This is an optimization exercise on Yosys and OpenROAD, whose aim is a short achievable clock period and few clock cycles per item, not a production implementation.
For this run, only the layout was checked, not whether the RTL still works.
Power figures rest on the tool's default switching activity, not on a simulated workload.

### design/flow/run.sh
#!/bin/bash
# synth_recipe.tcl (not shown) runs the flow's synth.tcl, then flattens the netlist and writes it again
# the make line also repeats each setting of config.mk as NAME=value (left out here)
make -C /OpenROAD-flow-scripts/flow DESIGN_CONFIG=/design/flow/config.mk WORK_HOME=/design/flow/orfs CLKGATE_MAP_FILE= SYNTH_SCRIPT=/design/flow/synth_recipe.tcl finish
### design/flow/config.mk
export PLATFORM = sky130hd
export DESIGN_NAME = divider
export DESIGN_NICKNAME = divider
export VERILOG_FILES = /design/flow/design.v
export SDC_FILE = /design/flow/constraint.sdc
export NUM_CORES = 4
export LEC_CHECK = 0
export ABC_CLOCK_PERIOD_IN_PS = 2500
export CAP_MARGIN = 20
export CORE_MARGIN = 2
export CORE_UTILIZATION = 40
export SETUP_SLACK_MARGIN = 4.5
export SLEW_MARGIN = 20
### design/flow/constraint.sdc
create_clock -name core_clock -period 7.0 [get_ports {clk}]
set_input_delay 1.4000 -clock core_clock [delete_from_list [all_inputs] [get_ports {clk}]]
set_output_delay 1.4000 -clock core_clock [all_outputs]
set_load 0.01 [all_outputs]
### design/flow/design.v
`timescale 1ns / 1ps
module divider#(
  parameter WIDTH    = 32,
  parameter CACHING  =  0,
  parameter INIT_VLD =  0
)(
  input clk,
  input rst,
  input start,
  input      [WIDTH-1:0] dividend,
  input      [WIDTH-1:0] divisor,
  output     [WIDTH-1:0] quotient,
  output     [WIDTH-1:0] remainder,
  output reg zeroErr,
  output valid
);
  reg          vld;
  reg [3:0]    cnt;
  reg [31:0]   P;                
  reg [31:0]   AQ;               
  reg [35:0]   M1;               
  reg [35:0]   M2;               
  reg [35:0]   M3;               
  reg [35:0]   M4;               
  reg [35:0]   M5;               
  reg [35:0]   M6;               
  reg [35:0]   M7;               
  reg [35:0]   M8;               
  reg [35:0]   M9;               
  reg [35:0]   M10;               
  reg [35:0]   M11;               
  reg [35:0]   M12;               
  reg [35:0]   M13;               
  reg [35:0]   M14;               
  reg [35:0]   M15;               
  assign valid = vld;
  wire [8:0] lt;
  assign lt[0] = dividend[31:1] < divisor;
  assign lt[1] = dividend[31:5] < divisor;
  assign lt[2] = dividend[31:9] < divisor;
  assign lt[3] = dividend[31:13] < divisor;
  assign lt[4] = dividend[31:17] < divisor;
  assign lt[5] = dividend[31:21] < divisor;
  assign lt[6] = dividend[31:25] < divisor;
  assign lt[7] = dividend[31:29] < divisor;
  assign lt[8] = divisor != 0;
  wire [8:0] first = lt & ~{lt[7:0], 1'b0};
  wire zeroDivide = divisor == 0;
  wire [31:0] alP;
  wire [31:0] alAQ;
  wire [3:0] alCnt;
  wire [32:0] s0 = {1'b0, dividend} - {1'b0, divisor};
  wire [31:0] cand0 = s0[32] ? dividend : s0[31:0];
  wire [32:0] s1 = {1'b0, {4'd0, dividend[31:4]}} - {1'b0, divisor};
  wire [31:0] cand1 = s1[32] ? {4'd0, dividend[31:4]} : s1[31:0];
  wire [32:0] s2 = {1'b0, {8'd0, dividend[31:8]}} - {1'b0, divisor};
  wire [31:0] cand2 = s2[32] ? {8'd0, dividend[31:8]} : s2[31:0];
  wire [32:0] s3 = {1'b0, {12'd0, dividend[31:12]}} - {1'b0, divisor};
  wire [31:0] cand3 = s3[32] ? {12'd0, dividend[31:12]} : s3[31:0];
  wire [32:0] s4 = {1'b0, {16'd0, dividend[31:16]}} - {1'b0, divisor};
  wire [31:0] cand4 = s4[32] ? {16'd0, dividend[31:16]} : s4[31:0];
  wire [32:0] s5 = {1'b0, {20'd0, dividend[31:20]}} - {1'b0, divisor};
  wire [31:0] cand5 = s5[32] ? {20'd0, dividend[31:20]} : s5[31:0];
  wire [32:0] s6 = {1'b0, {24'd0, dividend[31:24]}} - {1'b0, divisor};
  wire [31:0] cand6 = s6[32] ? {24'd0, dividend[31:24]} : s6[31:0];
  wire [32:0] s7 = {1'b0, {28'd0, dividend[31:28]}} - {1'b0, divisor};
  wire [31:0] cand7 = s7[32] ? {28'd0, dividend[31:28]} : s7[31:0];
  assign alP = ({32{first[0]}} & cand0) |
               ({32{first[1]}} & cand1) |
               ({32{first[2]}} & cand2) |
               ({32{first[3]}} & cand3) |
               ({32{first[4]}} & cand4) |
               ({32{first[5]}} & cand5) |
               ({32{first[6]}} & cand6) |
               ({32{first[7]}} & cand7);
  assign alAQ = ({32{first[1]}} & {dividend[3:0], 28'd0}) |
                ({32{first[2]}} & {dividend[7:0], 24'd0}) |
                ({32{first[3]}} & {dividend[11:0], 20'd0}) |
                ({32{first[4]}} & {dividend[15:0], 16'd0}) |
                ({32{first[5]}} & {dividend[19:0], 12'd0}) |
                ({32{first[6]}} & {dividend[23:0], 8'd0}) |
                ({32{first[7]}} & {dividend[27:0], 4'd0}) |
                ({32{first[8]}} & {dividend[31:0]}) |
                {31'd0, (first[0] & ~s0[32]) | (first[1] & ~s1[32]) | (first[2] & ~s2[32]) | (first[3] & ~s3[32]) | (first[4] & ~s4[32]) | (first[5] & ~s5[32]) | (first[6] & ~s6[32]) | (first[7] & ~s7[32])};
  assign alCnt = ({4{first[1]}} & 4'd1) |
                 ({4{first[2]}} & 4'd2) |
                 ({4{first[3]}} & 4'd3) |
                 ({4{first[4]}} & 4'd4) |
                 ({4{first[5]}} & 4'd5) |
                 ({4{first[6]}} & 4'd6) |
                 ({4{first[7]}} & 4'd7) |
                 ({4{first[8]}} & 4'd8);
  wire [35:0] X = {4'd0, divisor};
  wire [35:0] mul1 = X;
  wire [35:0] mul2 = (X << 1);
  wire [35:0] mul3 = X + (X << 1);
  wire [35:0] mul4 = (X << 2);
  wire [35:0] mul5 = X + (X << 2);
  wire [35:0] mul6 = (X << 1) + (X << 2);
  wire [35:0] mul7 = (X << 3) - X;
  wire [35:0] mul8 = (X << 3);
  wire [35:0] mul9 = X + (X << 3);
  wire [35:0] mul10 = (X << 1) + (X << 3);
  wire [35:0] mul11_s0 = X ^ (X << 1) ^ (X << 3);
  wire [35:0] mul11_c0 = ((X & (X << 1)) | (X & (X << 3)) | ((X << 1) & (X << 3))) << 1;
  wire [35:0] mul11 = mul11_s0 + mul11_c0;
  wire [35:0] mul12 = (X << 2) + (X << 3);
  wire [35:0] mul13_s0 = X ^ (X << 2) ^ (X << 3);
  wire [35:0] mul13_c0 = ((X & (X << 2)) | (X & (X << 3)) | ((X << 2) & (X << 3))) << 1;
  wire [35:0] mul13 = mul13_s0 + mul13_c0;
  wire [35:0] mul14 = (X << 4) - (X << 1);
  wire [35:0] mul15 = (X << 4) - X;
  wire [35:0] PS = {P, AQ[31:28]};
  wire [15:0] ge;
  assign ge[0] = 1'b1;
  wire [36:0] t1 = {1'b0, PS} - {1'b0, M1};
  assign ge[1] = ~t1[36];
  wire [36:0] t2 = {1'b0, PS} - {1'b0, M2};
  assign ge[2] = ~t2[36];
  wire [36:0] t3 = {1'b0, PS} - {1'b0, M3};
  assign ge[3] = ~t3[36];
  wire [36:0] t4 = {1'b0, PS} - {1'b0, M4};
  assign ge[4] = ~t4[36];
  wire [36:0] t5 = {1'b0, PS} - {1'b0, M5};
  assign ge[5] = ~t5[36];
  wire [36:0] t6 = {1'b0, PS} - {1'b0, M6};
  assign ge[6] = ~t6[36];
  wire [36:0] t7 = {1'b0, PS} - {1'b0, M7};
  assign ge[7] = ~t7[36];
  wire [36:0] t8 = {1'b0, PS} - {1'b0, M8};
  assign ge[8] = ~t8[36];
  wire [36:0] t9 = {1'b0, PS} - {1'b0, M9};
  assign ge[9] = ~t9[36];
  wire [36:0] t10 = {1'b0, PS} - {1'b0, M10};
  assign ge[10] = ~t10[36];
  wire [36:0] t11 = {1'b0, PS} - {1'b0, M11};
  assign ge[11] = ~t11[36];
  wire [36:0] t12 = {1'b0, PS} - {1'b0, M12};
  assign ge[12] = ~t12[36];
  wire [36:0] t13 = {1'b0, PS} - {1'b0, M13};
  assign ge[13] = ~t13[36];
  wire [36:0] t14 = {1'b0, PS} - {1'b0, M14};
  assign ge[14] = ~t14[36];
  wire [36:0] t15 = {1'b0, PS} - {1'b0, M15};
  assign ge[15] = ~t15[36];
  wire [15:0] sel = ge & ~{1'b0, ge[15:1]};
  wire [31:0] nextP = ({32{sel[0]}} & PS[31:0]) |
                       ({32{sel[1]}} & t1[31:0]) |
                       ({32{sel[2]}} & t2[31:0]) |
                       ({32{sel[3]}} & t3[31:0]) |
                       ({32{sel[4]}} & t4[31:0]) |
                       ({32{sel[5]}} & t5[31:0]) |
                       ({32{sel[6]}} & t6[31:0]) |
                       ({32{sel[7]}} & t7[31:0]) |
                       ({32{sel[8]}} & t8[31:0]) |
                       ({32{sel[9]}} & t9[31:0]) |
                       ({32{sel[10]}} & t10[31:0]) |
                       ({32{sel[11]}} & t11[31:0]) |
                       ({32{sel[12]}} & t12[31:0]) |
                       ({32{sel[13]}} & t13[31:0]) |
                       ({32{sel[14]}} & t14[31:0]) |
                       ({32{sel[15]}} & t15[31:0]);
  wire [3:0] digit = ({4{sel[1]}} & 4'd1) |
                      ({4{sel[2]}} & 4'd2) |
                      ({4{sel[3]}} & 4'd3) |
                      ({4{sel[4]}} & 4'd4) |
                      ({4{sel[5]}} & 4'd5) |
                      ({4{sel[6]}} & 4'd6) |
                      ({4{sel[7]}} & 4'd7) |
                      ({4{sel[8]}} & 4'd8) |
                      ({4{sel[9]}} & 4'd9) |
                      ({4{sel[10]}} & 4'd10) |
                      ({4{sel[11]}} & 4'd11) |
                      ({4{sel[12]}} & 4'd12) |
                      ({4{sel[13]}} & 4'd13) |
                      ({4{sel[14]}} & 4'd14) |
                      ({4{sel[15]}} & 4'd15);
  assign quotient  = AQ[31:0];
  assign remainder = P;
  always @(posedge clk) begin
    if (rst) begin
      vld <= 1'b0;
      cnt <= 0;
    end else if (start) begin
      vld <= zeroDivide | lt[0];
      cnt <= zeroDivide ? 4'd0 : alCnt;
    end else if (cnt != 0) begin
      cnt <= cnt - 1'b1;
      if (cnt == 1) vld <= 1'b1;
    end
  end
  always @(posedge clk) begin
    if (rst) zeroErr <= 1'b0;
    else if (start) zeroErr <= zeroDivide;
  end
  always @(posedge clk) begin
    if (start) begin
      M1 <= mul1;
      M2 <= mul2;
      M3 <= mul3;
      M4 <= mul4;
      M5 <= mul5;
      M6 <= mul6;
      M7 <= mul7;
      M8 <= mul8;
      M9 <= mul9;
      M10 <= mul10;
      M11 <= mul11;
      M12 <= mul12;
      M13 <= mul13;
      M14 <= mul14;
      M15 <= mul15;
    end
  end
  always @(posedge clk) begin
    if (start) begin
      P  <= alP;
      AQ <= alAQ;
    end else if (cnt != 0) begin
      P  <= nextP;
      AQ <= {AQ[27:0], digit};
    end
  end
endmodule
==> impl_metrics.env <==
export IMPL_outcome="timing/DRC/antenna clean"
export IMPL_die_area_um2=157000
export IMPL_drc=0
export IMPL_fp_dieH_um=397
export IMPL_synthesis_nets=8803
export IMPL_muxShareOfSynthArea_pct=0.849
export IMPL_finalHoldViolCount=0
export IMPL_numCtsBuffers=47
export IMPL_synthAdderAreaFrac_pct=23.0
export IMPL_globalplace_congestion=1.07
export IMPL_relSlewSlack_pct=35.9
export IMPL_p_leak_uw=0.0368
export IMPL_worst_slack_ns=2.01
export IMPL_synth_compound_area_share_pct=30.3
export IMPL_area_delta_synth_final_pct=40.8
export IMPL_placementRows=144
export IMPL_hold_buffers=0
export IMPL_start_util_pct=40.2
export IMPL_ys_seq_elements=334
export IMPL_hpwl_mm=238
export IMPL_synth_avg_cell_area_um2=8.07
export IMPL_period_share_pct=71.3
export IMPL_clockRootBuffer="clkbuf_16"
export IMPL_hold_ws_ns=0.512
export IMPL_drive_above_1_share_pct=29.2
export IMPL_critPathLaunchType="flop"
export IMPL_port_buffers=132
export IMPL_ys_seq_area_share_pct=16.1
export IMPL_crit_fanout=11
export IMPL_r2r_cells=17
export IMPL_setup_violations=0
export IMPL_grt_pass1_wl_mm=454
export IMPL_syn_instance_count=7647
export IMPL_grt_overflow_total=0
export IMPL_async_reset_ff_share_pct=0
export IMPL_die_w_um=397
export IMPL_worst_pin_slew_ns=0.962
export IMPL_postRouteAntennaNets=0
export IMPL_drt_iter0_drc=8618
export IMPL_fin_crit_ns=4.99
export IMPL_clk_path_buf_depth=3
export IMPL_place_ws_ns=-0.104
export IMPL_cts_htree_levels=2
export IMPL_yosys_warnings=1
export IMPL_io_pins=133
export IMPL_cp_end_kind="flop"
export IMPL_arrival_ns=5.38
export IMPL_worst_setup_path_type="reg2reg"
export IMPL_synth_xor_xnor_area_share_pct=10.3
export IMPL_fin_nets=9994
export IMPL_netlist_area_um2=61700
export IMPL_dr_pass1_iters=8
export IMPL_antenna_found_initial=19
export IMPL_clk_latency_ns=0.68
export IMPL_seq_area_um2=9970
export IMPL_via_per_inst=6.55
export IMPL_min_delay_path_depth=2
export IMPL_rsz0062_at_grt="yes"
export IMPL_cts_tree="built"
export IMPL_critPathRequiredTime_ns=7.39
export IMPL_synth_cell_types=94
export IMPL_skew_ns=0.0360
export IMPL_hold_path_class="reg2reg"
export IMPL_synthSimpleGateAreaFrac_pct=15.0
export IMPL_fillerInstances=13300
export IMPL_drt_total_wl_mm=328
export IMPL_final_util_pct=56.6
export IMPL_grt_usage_pct=39.0
export IMPL_synth_ff_type="edfxtp_1"
export IMPL_clock_sinks=334
export IMPL_first_global_vias=68000
export IMPL_finalPower_uw=36100
export IMPL_cap_violations=0
export IMPL_grt_max_degree=61
export IMPL_vdd_drop_max_uv=290
export IMPL_synth_top_family_by_area="compound AO/OA/AOI/OAI gates"
export IMPL_synth_edf_count=328
export IMPL_fmax_mhz=200
export IMPL_avgRoutedWirePerCell_um=30.0
export IMPL_core_um2=154000
export IMPL_slew_viol_final=0
export IMPL_multi_input_area_um2=56900
export IMPL_clk_pin_slew_ns=0.07
export IMPL_p_per_area_nw_per_um2=415
export IMPL_vias=71600
## layout make-up
class / count / area share [%]
clock buffer: 53 / 1.38
clock inverter: 34 / 0.560
sequential: 334 / 11.5
timing repair inverter: 1 / 0.00864
tap: 2044 / 2.94
multi-input combinational: 6599 / 65.4
antenna: 8 / 0.0230
timing repair buffer: 1340 / 15.8
inverter: 515 / 2.40
## Yosys cell counts (23+ instances only)
cell	number	share of area, %
nor4_1	30	0.30
a211o_1	42	0.60
o211ai_1	68	0.83
nor2b_1	94	0.95
and2_1	40	0.41
a31o_2	24	0.34
a31oi_1	115	1.2
or2_2	39	0.40
clkbuf_1	176	1.1
xor2_1	247	3.5
and3_1	70	0.71
edfxtp_1	328	16
mux2_2	27	0.49
a221o_1	39	0.63
o2111ai_1	29	0.41
ha_1	1010	20
xnor2_1	476	6.8
o31ai_1	46	0.56
or3_1	52	0.53
nand2_1	530	3.2
a41oi_1	23	0.33
nand3_1	156	1.3
o21a_1	136	1.7
nand2b_1	110	1.1
fa_1	79	2.6
a21o_1	339	4.1
a211oi_1	114	1.4
o21bai_1	93	1.1
o21ai_0	498	4.0
a21oi_1	692	5.6
o22ai_1	52	0.53
nor3_1	153	1.2
a21boi_0	25	0.30
o221ai_1	38	0.54
a22oi_1	77	0.94
a221oi_1	94	1.3
nor2_1	517	3.1
inv_1	511	3.1
o31a_1	30	0.43
nand4_1	78	0.79
a2111oi_0	50	0.71
## state kept, by name, summed over array words and instances (netlist names)
signal / cells
cnt: 4
AQ: 32
M5: 32
P: 32
zeroErr: 1
M13: 35
M11: 34
M1: 29
M15: 36
vld: 1
M9: 34
M6: 31
M7: 33
## power by group
part           total (uW)  switching (uW)  internal, uW  leakage [uW]
sequential           3050             257          2800       0.00328
clock                2770            1190          1590      0.000809
combinational       30300           18300         12000        0.0327
total               36100           19700         16400        0.0368
## critical path: stages, from the launching register on
cell and delay (ns):
edfxtp_1 0.49, buf_6 0.19, buf_4 0.14, ha_1 0.35, nor4_1 0.09, a21oi_1 0.45
nand4_1 0.43, nand3_2 0.24, a31oi_4 0.13, nor2_2 0.17, nor2_1 0.07, buf_6 0.22
nand2b_4 0.17, buf_12 0.17, a211oi_1 0.13, or4b_4 0.54, a221oi_4 0.53, a41oi_2 0.18
## what timing repair did
action,in CTS,in global routing
gates cloned,15,3
buffers inserted,661,217
pin swaps,507,403
gates resized for setup,1920,525
endpoints found under the setup margin,560,451
## per-layer routing
metal / share of wire [%] / vias to the layer above / GRT usage [%]
met2: 43 / 4364 / 61.1
li1: - / 31400 / -
met1: 38 / 34700 / 50.0
met3: 11 / 1168 / 7.31
met5: 0.092 / - / 0
met4: 7.3 / 20 / 22.3
## logic make-up after synthesis
family / Yosys count
compound gates: 2795
xor+xnor: 723
fa+ha+maj: 1089
buf+inv: 716
flops: 334
mux: 49
simple gates: 1941
## final timing paths
kind	from	to	slack, ns
max reg2reg	P[1]	P[16]	2.01
min	zeroErr	zeroErr	0.51
min reg2reg	zeroErr	zeroErr	0.51
max	P[1]	P[16]	2.01
## layout by cell type (no fill, tap or decap), types with 61 or more instances in the layout
cell,n
ha_1,876
o21a_1,129
and3_1,61
o211ai_1,68
nor3_1,129
a21oi_2,121
buf_6,320
edfxtp_1,328
xor2_1,239
buf_4,734
nand2_1,495
a21o_1,335
inv_1,458
nand3_1,136
a211oi_1,65
nor2_1,472
o21ai_0,359
a31oi_1,80
nand2b_1,102
a21oi_1,545
nor2b_1,84
o21ai_2,65
xnor2_1,437
o21bai_1,83
buf_12,137
ha_4,100
nand4_1,78
## through the flow
stage / instances / area (um2) / TNS, ns
floorplan: 7647 / 63000 / 0
global placement: 9937 / 68500 / -1.02
global route: 10900 / 86900 / 0
CTS: 10700 / 82600 / 0
detailed placement: 9937 / 68500 / -0.141
finish: 10900 / 86900 / 0

## separate check: timing with driven ports
In the flow no input, the clock included, has a driving cell. The finished layout below was timed again as built, in two steps.
Step 1 (the two cells are an assumption about what drives the block):
set clk [get_ports {clk}]
set_driving_cell -lib_cell sky130_fd_sc_hd__clkbuf_16 $clk
set_driving_cell -lib_cell sky130_fd_sc_hd__buf_2 [delete_from_list [all_inputs] $clk]
Step 2, shift: input delay + t, output delay - t, t = (earliest + latest rising clock arrival at the registers) / 2. This alone moves slack from input paths to output paths.
Slacks: no drivers / after step 1 / after step 2; pairs: no drivers / after step 1.
t (ns): 0.758
setup WS [ns]: 2.010 / 2.010 / 1.324
worst hold slack (ns): 0.512 / 0.512 / 0.512
latest minus earliest clock arrival (ns): 0.044 / 0.044
pins driven straight from the clock port: 1
After both steps this run still meets setup and hold. For this run, drivers alone change the setup slack by 0.000 ns; drivers and shift together by -0.686 ns.
